Background: an optimization exercise with open tools, aiming at small area. Do not read the settings as production practice.
Where RTL was checked, it was by simulation tests only, not by an equivalence proof against the original.
The flow treats the clock pin as an ideal source. Dropping or thinning the clock tree relies on that and would not hold on a real chip.
Power is estimated from default activity; no workload was simulated.

v6:
==> flow/design.v (excerpt) <==
module calc (
    input         clk,
    input         rst,       
    input  [15:0] buttons,   
    output [23:0] bcd,       
    output        neg        
);
  reg [15:0] p;       
  reg [3:0]  k;       
  reg [23:0] X;       
  reg [23:0] R;       
  reg [23:0] W;       
  reg [5:0]  cnt;     
  reg        s;       
  reg        showR;   
  assign bcd = X;
  assign neg = showR & (R[23] | (s & (R != 24'd0)));
  wire [15:0] e = buttons & ~p;
  reg [3:0] kc;
  always @* begin
    if      (e[3])  kc = 4'd0;
    else if (e[7])  kc = 4'd1;
    else if (e[6])  kc = 4'd2;
    else if (e[5])  kc = 4'd3;
    else if (e[11]) kc = 4'd4;
    else if (e[10]) kc = 4'd5;
    else if (e[9])  kc = 4'd6;
    else if (e[15]) kc = 4'd7;
    else if (e[14]) kc = 4'd8;
    else if (e[13]) kc = 4'd9;
    else if (e[2])  kc = 4'd10;
    else if (e[1])  kc = 4'd11;
    else if (e[0])  kc = 4'd12;
    else if (e[4])  kc = 4'd13;
    else if (e[8])  kc = 4'd14;
  ...
Size in the first run: ~100 flip-flops, roughly 0.0054 mm^2 of cells after synthesis.
export LEC_CHECK = 0
export CAP_MARGIN = 20
export CORE_MARGIN = 2
export CORE_UTILIZATION = 70
export SLEW_MARGIN = 20
create_clock -name core_clock -period 150.0 [get_ports {clk}]
standard.sh (not shown) runs the stock make flow with config.mk's settings and CLKGATE_MAP_FILE= SYNTH_SCRIPT=/design/flow/synth_recipe.tcl, a recipe that flattens the netlist after the stock synthesis.
==> flow/flow/run.sh <==
#!/bin/bash
# The standard layout (the standard.sh, unchanged synthesis, floorplan,
# power grid and routing), with two settings changed:
# - the port buffers that placement inserts are buf_1 cells;
# - clock tree synthesis uses clkbuf_8 buffers, clusters of up to 25 sinks
#   and no dummy loads.
set -euo pipefail
export BUFFER_PORTS_ARGS="-buffer_cell sky130_fd_sc_hd__buf_1"
export CTS_ARGS="-sink_clustering_enable -repair_clock_nets -dont_use_dummy_load -buf_list sky130_fd_sc_hd__clkbuf_8 -sink_clustering_size 25"
bash standard.sh > standard.log 2>&1
Changes in v7 relative to v6:
==> flow/run.sh (new file) <==
#!/bin/bash
# synth_recipe.tcl (not shown) runs the flow's synth.tcl, then flattens the netlist and writes it again
# the make line also repeats each setting of config.mk as NAME=value (left out here)
make -C /OpenROAD-flow-scripts/flow DESIGN_CONFIG=/design/flow/config.mk WORK_HOME=/design/flow/orfs CLKGATE_MAP_FILE= SYNTH_SCRIPT=/design/flow/synth_recipe.tcl finish
removed: flow/flow/run.sh
removed: flow/standard.sh
## What came out
v6 → v7: wire length moved down, average via count per standard cell moved down, area growth from synthesis to layout moved up, setup slack of the most critical reg-to-reg path moved down.
v7 falls short of v6 in shortest period the worst path allows.
In the reports for v7 and v6, the smaller part of the power in combinational logic belongs to v6.
Function was not checked in any run of this note: the RTL went through the layout flow alone.

The RTL this note starts from:
==> flow/design.v <==
`timescale 1ns / 1ps
module calc (
    input         clk,
    input         rst,       
    input  [15:0] buttons,   
    output [23:0] bcd,       
    output        neg        
);
  reg [15:0] p;       
  reg [3:0]  k;       
  reg [23:0] X;       
  reg [23:0] R;       
  reg [23:0] W;       
  reg [5:0]  cnt;     
  reg        s;       
  reg        showR;   
  assign bcd = X;
  assign neg = showR & (R[23] | (s & (R != 24'd0)));
  wire [15:0] e = buttons & ~p;
  reg [3:0] kc;
  always @* begin
    if      (e[3])  kc = 4'd0;
    else if (e[7])  kc = 4'd1;
    else if (e[6])  kc = 4'd2;
    else if (e[5])  kc = 4'd3;
    else if (e[11]) kc = 4'd4;
    else if (e[10]) kc = 4'd5;
    else if (e[9])  kc = 4'd6;
    else if (e[15]) kc = 4'd7;
    else if (e[14]) kc = 4'd8;
    else if (e[13]) kc = 4'd9;
    else if (e[2])  kc = 4'd10;
    else if (e[1])  kc = 4'd11;
    else if (e[0])  kc = 4'd12;
    else if (e[4])  kc = 4'd13;
    else if (e[8])  kc = 4'd14;
    else            kc = 4'd15;
  end
  wire isdig = ~(k[3] & (k[2] | k[1]));
  wire isbs  = (k == 4'd10);
  wire isdiv = (k == 4'd15);
  function lt(input [5:0] a, input [5:0] b);
    integer j;
    reg r;
    begin
      r = 1'b0;
      for (j = 0; j < 6; j = j + 1)
        r = (~a[j] & b[j]) | (~(a[j] ^ b[j]) & r);
      lt = r;
    end
  endfunction
  localparam A0 = 2'd0, AK = 2'd1, AR = 2'd2, AW = 2'd3;
  reg [1:0] as;
  reg xe, za, g, inv, b10, dd;
  reg rshl, rinw, wshl, wlx, wrot;
  reg flips, sets;
  wire arith = ~isdig & ~isbs;         
  wire sub   = (k == 4'd13);
  wire loop  = ~cnt[5] & (cnt[4] | cnt[3]);
  wire ddph  = cnt[5] & (cnt[4] | cnt[3]);
  wire skip  = (cnt == 6'd1) & isdig & ~(showR | X[23:20] == 4'd0);
  always @* begin
    as = A0; xe = 1'b1; za = 1'b0; g = 1'b0; inv = 1'b0; b10 = 1'b0; dd = 1'b0;
    rshl = 1'b0; rinw = 1'b0; wshl = 1'b0; wlx = 1'b0; wrot = 1'b0;
    flips = 1'b0; sets = 1'b0;
    if (rst) begin
      za = 1'b1; rshl = 1'b1; wlx = 1'b1;
    end else if (cnt == 6'd0 || skip) begin
      xe = 1'b0;   
    end else if (loop) begin
      rshl = 1'b1;
      if (isdig) begin
        as = cnt[4] & cnt[3] & cnt[2] ? AK : A0;
        g = cnt[4] & cnt[3] & cnt[2] & ~cnt[0];
      end else if (isbs) begin
        as = AW; g = 1'b1; b10 = 1'b1; inv = ~X[23]; wshl = 1'b1;
      end else if (isdiv) begin
        as = AR; g = 1'b1; inv = ~X[23];
      end else if (k[1]) begin
        g = R[23] & k[2];   
      end else begin
        as = AR; g = (cnt[4:0] == 5'd31); inv = (sub ^ s) & g;
      end
    end else if (ddph) begin
      dd = 1'b1; as = isdiv ? AR : AW; wshl = 1'b1; wrot = ~arith;
      rshl = 1'b1; rinw = arith & ~isdiv;
    end else if (cnt[5] & (cnt[2:0] == 3'd1)) begin
      g = 1'b1; inv = W[23];
    end else begin
      za = 1'b1;
      if (cnt[5]) begin
        wlx = (cnt[2:0] == 3'd2) | ((cnt[2:0] == 3'd0) & ~(isbs | isdiv));
        flips = (cnt[2:0] == 3'd0) & X[23] & ~(isbs | isdiv);
      end else
        sets = isdiv & R[23];
    end
  end
  reg a0;
  always @* begin
    case (as)
      AK: a0 = cnt[1] ? (cnt[0] ? k[0] : k[1]) : (cnt[0] ? k[2] : k[3]);   
      AR: a0 = R[23];
      AW: a0 = W[23];
      default: a0 = 1'b0;
    endcase
  end
  wire [23:0] ddb;
  genvar i;
  generate
    for (i = 0; i < 6; i = i + 1) begin : ddm
      wire m = dd & (X[4*i+3] | (X[4*i+2] & (X[4*i+1] | X[4*i])));
      assign ddb[4*i+:4] = {1'b0, m, m, 1'b0};
    end
  endgenerate
  wire [23:0] bop = (((b10 ? 24'd10 : W) & {24{g}}) | ddb) ^ {24{inv}};
  wire [23:0] aop = {X[22:0] & {23{~za}}, a0};
  wire [24:0] c;
  wire [23:0] sum;
  assign c[0] = inv;
  generate
    for (i = 0; i < 24; i = i + 1) begin : fa
      assign sum[i] = aop[i] ^ bop[i] ^ c[i];
      assign c[i+1] = (aop[i] & bop[i]) | (c[i] & (aop[i] ^ bop[i]));
    end
  endgenerate
  wire q = ~sum[23];
  wire [5:0] cinc;
  wire [6:0] cc;
  assign cc[0] = 1'b1;
  generate
    for (i = 0; i < 6; i = i + 1) begin : inc
      assign cinc[i] = cnt[i] ^ cc[i];
      assign cc[i+1] = cnt[i] & cc[i];
    end
  endgenerate
  wire rin = rst ? 1'b0 : ddph ? (rinw ? W[23] : R[23]) : (isdiv ? q : R[23]);
  always @(posedge clk) begin
    p <= rst ? 16'd0 : buttons;
    if (rst) begin
      cnt <= 6'd0;
      s <= 1'b0;
      showR <= 1'b0;
    end else begin
      if (cnt == 6'd0) begin
        if (e != 16'd0) begin
          k <= kc;
          cnt <= 6'd1;
        end
      end else
        cnt <= skip ? 6'd0 : cinc;
      if (cnt == 6'd32 && isdiv && R[23] && R[22]) k[0] <= 1'b0;   
      if (cnt == 6'd63) showR <= arith;
      if (flips) s <= ~s;
      if (sets) s <= 1'b1;
    end
    if (xe) X <= sum;
    if (rshl) R <= {R[22:0], rin};
    if (wlx) W <= X;
    else if (wshl) W <= {W[22:0], dd ? (wrot & W[23]) : q};
  end
endmodule
Settings: LEC_CHECK=0, CAP_MARGIN=20, CORE_MARGIN=2, CORE_UTILIZATION=70, SLEW_MARGIN=20; clock period 150.0 ns.
==> flow/flow/run.sh <==
#!/bin/bash
# The standard layout (the standard.sh, unchanged synthesis, floorplan,
# power grid and routing), with two settings changed:
# - the port buffers that placement inserts are buf_1 cells;
# - clock tree synthesis uses clkbuf_8 buffers, clusters of up to 25 sinks
#   and no dummy loads.
set -euo pipefail
export BUFFER_PORTS_ARGS="-buffer_cell sky130_fd_sc_hd__buf_1"
export CTS_ARGS="-repair_clock_nets -dont_use_dummy_load -buf_list sky130_fd_sc_hd__clkbuf_8"
bash standard.sh > standard.log 2>&1
The first run finished clean.
Rerun with:
--- a/flow/flow/run.sh
+++ b/flow/flow/run.sh
@@ -4,4 +4,5 @@
 # - the port buffers that placement inserts are buf_1 cells;
-# - clock tree synthesis uses clkbuf_8 buffers, clusters of up to 25 sinks
-#   and no dummy loads.
+# - clock tree synthesis uses clkbuf_8 buffers and no dummy loads.
+# The make output goes to standard.log; each step's own log stays under
+# orfs/logs/.
 set -euo pipefail
The new run finished with timing, DRC and antenna clean.
Utilization stays the same.
Cell area is unchanged.
Via count is unchanged.
Power stays the same.
Clock skew does not change.
Die area is unchanged.
Global-route usage does not change.
Routed wire length does not change.
Rerun with:
==> flow/flow/run.sh (replaced) <==
#!/bin/bash
# The standard layout (the standard.sh, unchanged synthesis, floorplan,
# power grid and routing), with two settings changed:
# - the port buffers that placement inserts are buf_1 cells;
# - clock tree synthesis uses clkbuf_16 buffers, clusters of up to 50 sinks
#   and no dummy loads.
set -euo pipefail
export BUFFER_PORTS_ARGS="-buffer_cell sky130_fd_sc_hd__buf_1"
export CTS_ARGS="-sink_clustering_enable -repair_clock_nets -dont_use_dummy_load -buf_list sky130_fd_sc_hd__clkbuf_16 -sink_clustering_size 50 -sink_clustering_max_diameter 200"
bash standard.sh > standard.log 2>&1
Outcome: Count of clock-buffer cells in the layout is unchanged; synthesized area does not change; global-route usage goes up by 1.2 points; routed wire length increases by 3.8%; worst hold slack degrades by 0.0046 ns; via count rises by 0.99%; setup slack got worse by 0.083 ns; combinational power is higher by about 1%; non-clock buffer count does not change; clock power rose by 43%.
Rerun with:
CORE_UTILIZATION = 80   (was 70)
The changed run produced a clean layout. Hold slack gets worse by 0.0055 ns. Global-route usage went up by 7.6 points. Maximum frequency hardly moves. Clock skew barely changes. Cell area barely changes. Synthesized cell count is unchanged. Combinational power went up by 4.7%. Worst setup slack gets better by 0.066 ns. Count of clock-buffer cells in the layout does not change. Power went up by 1.5%.

calc, a different RTL version from the one above (not shown whole).
Size in the first run: roughly 43 I/O pins, about 4900 µm² of cells after synthesis.
Settings: LEC_CHECK=0, CAP_MARGIN=20, CORE_MARGIN=2, CORE_UTILIZATION=70, SLEW_MARGIN=20; clock period 150.0 ns.
==> flow/flow/run.sh <==
#!/bin/bash
set -euo pipefail
work="$(pwd)"
export CALC_WORK="$work"
export CALC_ABC_SCRIPT="$work/flow/area.abc"
export BUFFER_PORTS_ARGS="-buffer_cell sky130_fd_sc_hd__buf_1"
export PRE_CTS_TCL="$work/flow/mancts.tcl"
sed "s|SYNTH_SCRIPT=[^ ]*|SYNTH_SCRIPT=$work/flow/synth.tcl|" standard.sh > calc_standard.sh
grep -q "SYNTH_SCRIPT=$work/flow/synth.tcl" calc_standard.sh
bash calc_standard.sh > standard.log 2>&1
==> flow/flow/area.abc <==
&get -n
&st
&deepsyn -T 20
&dch -f
&nf -R 1000 -p
&put
==> flow/flow/mancts.tcl <==
# Run before the CTS step (PRE_CTS_TCL).
# 1. Combinational cells that synthesis gave a drive strength above 1 are
#    set back to their smallest drive strength (the slack is large; the
#    global-route step repairs any slew or load limit this breaks).
#    Flip-flops and buffers of the clock tree are left as they are.
set mancts_ngroups 3
set mancts_buf sky130_fd_sc_hd__clkbuf_16

proc mancts_downsize {} {
  set db [ord::get_db]
  set block [ord::get_db_block]
  set n 0
  foreach inst [$block getInsts] {
    set name [[$inst getMaster] getName]
    if {![regexp {^(sky130_fd_sc_hd__[a-z0-9]+)_([0-9]+)$} $name -> base size]} { continue }
    if {$size <= 1} { continue }
    if {[regexp {df|dl|clkbuf|tap|fill|decap|conb} $base]} { continue }
    foreach s {1 0} {
      set m [$db findMaster ${base}_$s]
      if {$m != "NULL" && $m != ""} {
        $inst swapMaster $m
        incr n
        break
      }
    }
  }
  puts "mancts: $n cells set to drive strength 1"
}

proc mancts_build {ngroups bufname} {
  set block [ord::get_db_block]
  set clk_net [$block findNet clk]
  set sinks {}
  foreach it [$clk_net getITerms] {
    set loc [[$it getInst] getLocation]
    lappend sinks [list $it [lindex $loc 0] [lindex $loc 1]]
  }
  set sorted [lsort -integer -index 1 $sinks]
  set n [llength $sorted]
  set groups {}
  if {$ngroups == 4} {
    set h [expr {$n / 2}]
    foreach half [list [lrange $sorted 0 [expr {$h - 1}]] [lrange $sorted $h end]] {
      set s2 [lsort -integer -index 2 $half]
      set m [expr {[llength $s2] / 2}]
      lappend groups [lrange $s2 0 [expr {$m - 1}]] [lrange $s2 $m end]
    }
  } else {
    # sectors of equal count around the centre of the flip-flops
    set cx 0.0
    set cy 0.0
    foreach s $sinks {
      set cx [expr {$cx + [lindex $s 1]}]
      set cy [expr {$cy + [lindex $s 2]}]
    }
    set cx [expr {$cx / $n}]
    set cy [expr {$cy / $n}]
    set ang {}
    foreach s $sinks {
      lappend ang [concat $s [expr {atan2([lindex $s 2] - $cy, [lindex $s 1] - $cx)}]]
    }
    set ang [lsort -real -index 3 $ang]
    for {set g 0} {$g < $ngroups} {incr g} {
      set a [expr {$g * $n / $ngroups}]
      set b [expr {($g + 1) * $n / $ngroups - 1}]
      lappend groups [lrange $ang $a $b]
    }
  }
  set master [[ord::get_db] findMaster $bufname]
  set i 0
  foreach grp $groups {
    set buf [odb::dbInst_create $block $master "mancts_buf_$i"]
    set net [odb::dbNet_create $block "mancts_net_$i"]
    $net setSigType CLOCK
    set sx 0
    set sy 0
    foreach s $grp {
      set sx [expr {$sx + [lindex $s 1]}]
      set sy [expr {$sy + [lindex $s 2]}]
    }
    set cx [expr {$sx / [llength $grp]}]
    set cy [expr {$sy / [llength $grp]}]
    $buf setLocation $cx $cy
    $buf setPlacementStatus PLACED
    [$buf findITerm A] connect $clk_net
    [$buf findITerm X] connect $net
    foreach s $grp {
      set it [lindex $s 0]
      $it disconnect
      $it connect $net
    }
    puts "mancts: buffer $i drives [llength $grp] sinks at ($cx, $cy)"
    incr i
  }
}

mancts_downsize
mancts_build $mancts_ngroups $mancts_buf
rename clock_tree_synthesis mancts_orig_cts
proc clock_tree_synthesis {args} {
  puts "mancts: clock_tree_synthesis $args skipped"
}
==> flow/flow/synth.tcl <==
# Synthesis: the standard flow's own synthesis script (synth_recipe.tcl in the work
# folder, which runs ORFS's synth.tcl with Yosys's fsm and share passes
# off), unchanged except that the ABC step that maps the logic to cells
# uses flow/area.abc (area-oriented: deep AIG synthesis, then area mapping)
# in place of ORFS's speed script. Flip-flops are mapped before this step,
# so the registers, their names and their cells stay as the standard
# synthesis makes them.
proc abc {args} {
  set i [lsearch -exact $args -script]
  if {$i >= 0} {
    lset args [expr {$i + 1}] $::env(CALC_ABC_SCRIPT)
  }
  yosys abc {*}$args
}
source $::env(CALC_WORK)/synth_recipe.tcl
The baseline completed without violations.
Next try:
--- a/flow/flow/mancts.tcl
+++ b/flow/flow/mancts.tcl
@@ -6 +6 @@
-set mancts_ngroups 3
+set mancts_ngroups 4
@@ -49,14 +48,0 @@
-    # sectors of equal count around the centre of the flip-flops
-    set cx 0.0
-    set cy 0.0
-    foreach s $sinks {
-      set cx [expr {$cx + [lindex $s 1]}]
-      set cy [expr {$cy + [lindex $s 2]}]
-    }
-    set cx [expr {$cx / $n}]
-    set cy [expr {$cy / $n}]
-    set ang {}
-    foreach s $sinks {
-      lappend ang [concat $s [expr {atan2([lindex $s 2] - $cy, [lindex $s 1] - $cx)}]]
-    }
-    set ang [lsort -real -index 3 $ang]
@@ -66 +52 @@
-      lappend groups [lrange $ang $a $b]
+      lappend groups [lrange $sorted $a $b]
Cell area increases slightly; flip-flop and latch count does not change; hold slack degrades by 0.0067 ns.
Next try:
==> flow/flow/run.sh (replaced) <==
#!/bin/bash
# The standard layout (the standard.sh: unchanged synthesis, floorplan,
# power grid, placement and routing), with these changes:
# - the port buffers that placement inserts are buf_1 cells;
# - before the CTS step, flow/mancts.tcl sets combinational cells to drive
#   strength 1 and makes the clock tree by hand: one clkbuf_16 per group
#   of flip-flops, all driven by the clock port (TritonCTS is skipped).
# The make output goes to standard.log; each step's own log stays under
# orfs/logs/.
set -euo pipefail
export BUFFER_PORTS_ARGS="-buffer_cell sky130_fd_sc_hd__buf_1"
export PRE_CTS_TCL="$(pwd)/flow/mancts.tcl"
bash standard.sh > standard.log 2>&1
removed: flow/flow/area.abc
removed: flow/flow/synth.tcl
Effect: The new run finished with timing, DRC and antenna clean. Total power falls by 26%. Cell count rises by 12%. Synthesized area rises by 6.9%. Wire length rises by 5.5%. Synthesized cell count rises by 20%. Clock skew rises by 0.0033 ns. Design area rises by 4.2%. Combinational power falls by 57%. Global-route usage falls by 0.46 points. Die area rises by 6.6%.
No run of this note takes its clock network from TritonCTS; it comes from the design's own scripts or RTL.

[static timing again, ports no longer ideal]
The flow's constraints put no driver on any port. The routed layouts listed below were extracted and timed again, unchanged, in two steps.
Step 1: set_driving_cell puts a clkbuf_16 on clk and a buf_2 on each other input, an assumption about the parent block.
Step 2 adds t to the input delays and takes it off the output delays; t is the mean of the earliest and latest rising clock arrival at the registers after step 1. Input paths then give back, and output paths get back, about the clock's delay inside the block.
Three values: ideal ports, drivers, drivers and shift; two values: the first two.
| run | shift t [ns] | slack for setup (ns) | worst slew at a driven data input, ns |
|---|---|---|---|
| v6 | 0.390 | 109.099 / 109.113 / 108.723 | 0.03 |
| v7 | 0.388 | 108.674 / 108.685 / 108.297 | 0.04 |
| the first run of note 2 | 0.385 | 108.585 / 108.597 / 108.212 | 0.03 |
| the second run of note 2 | 0.385 | 108.585 / 108.597 / 108.212 | 0.03 |
| the third run of note 2 | 0.368 | 108.502 / 108.518 / 108.150 | 0.03 |
| the fourth run of note 2 | 0.378 | 108.568 / 108.582 / 108.204 | 0.04 |
| the first run of note 3 | 0.239 | 106.666 / 106.704 / 106.465 | 0.03 |
| the second run of note 3 | 0.235 | 106.613 / 106.669 / 106.433 | 0.03 |
| the third run of note 3 | 0.235 | 107.631 / 107.693 / 107.457 | 0.03 |
After both steps setup and hold are still met in every run listed. For v7, which loses most, drivers alone change the setup slack by +0.011 ns; drivers and shift together by -0.377 ns.
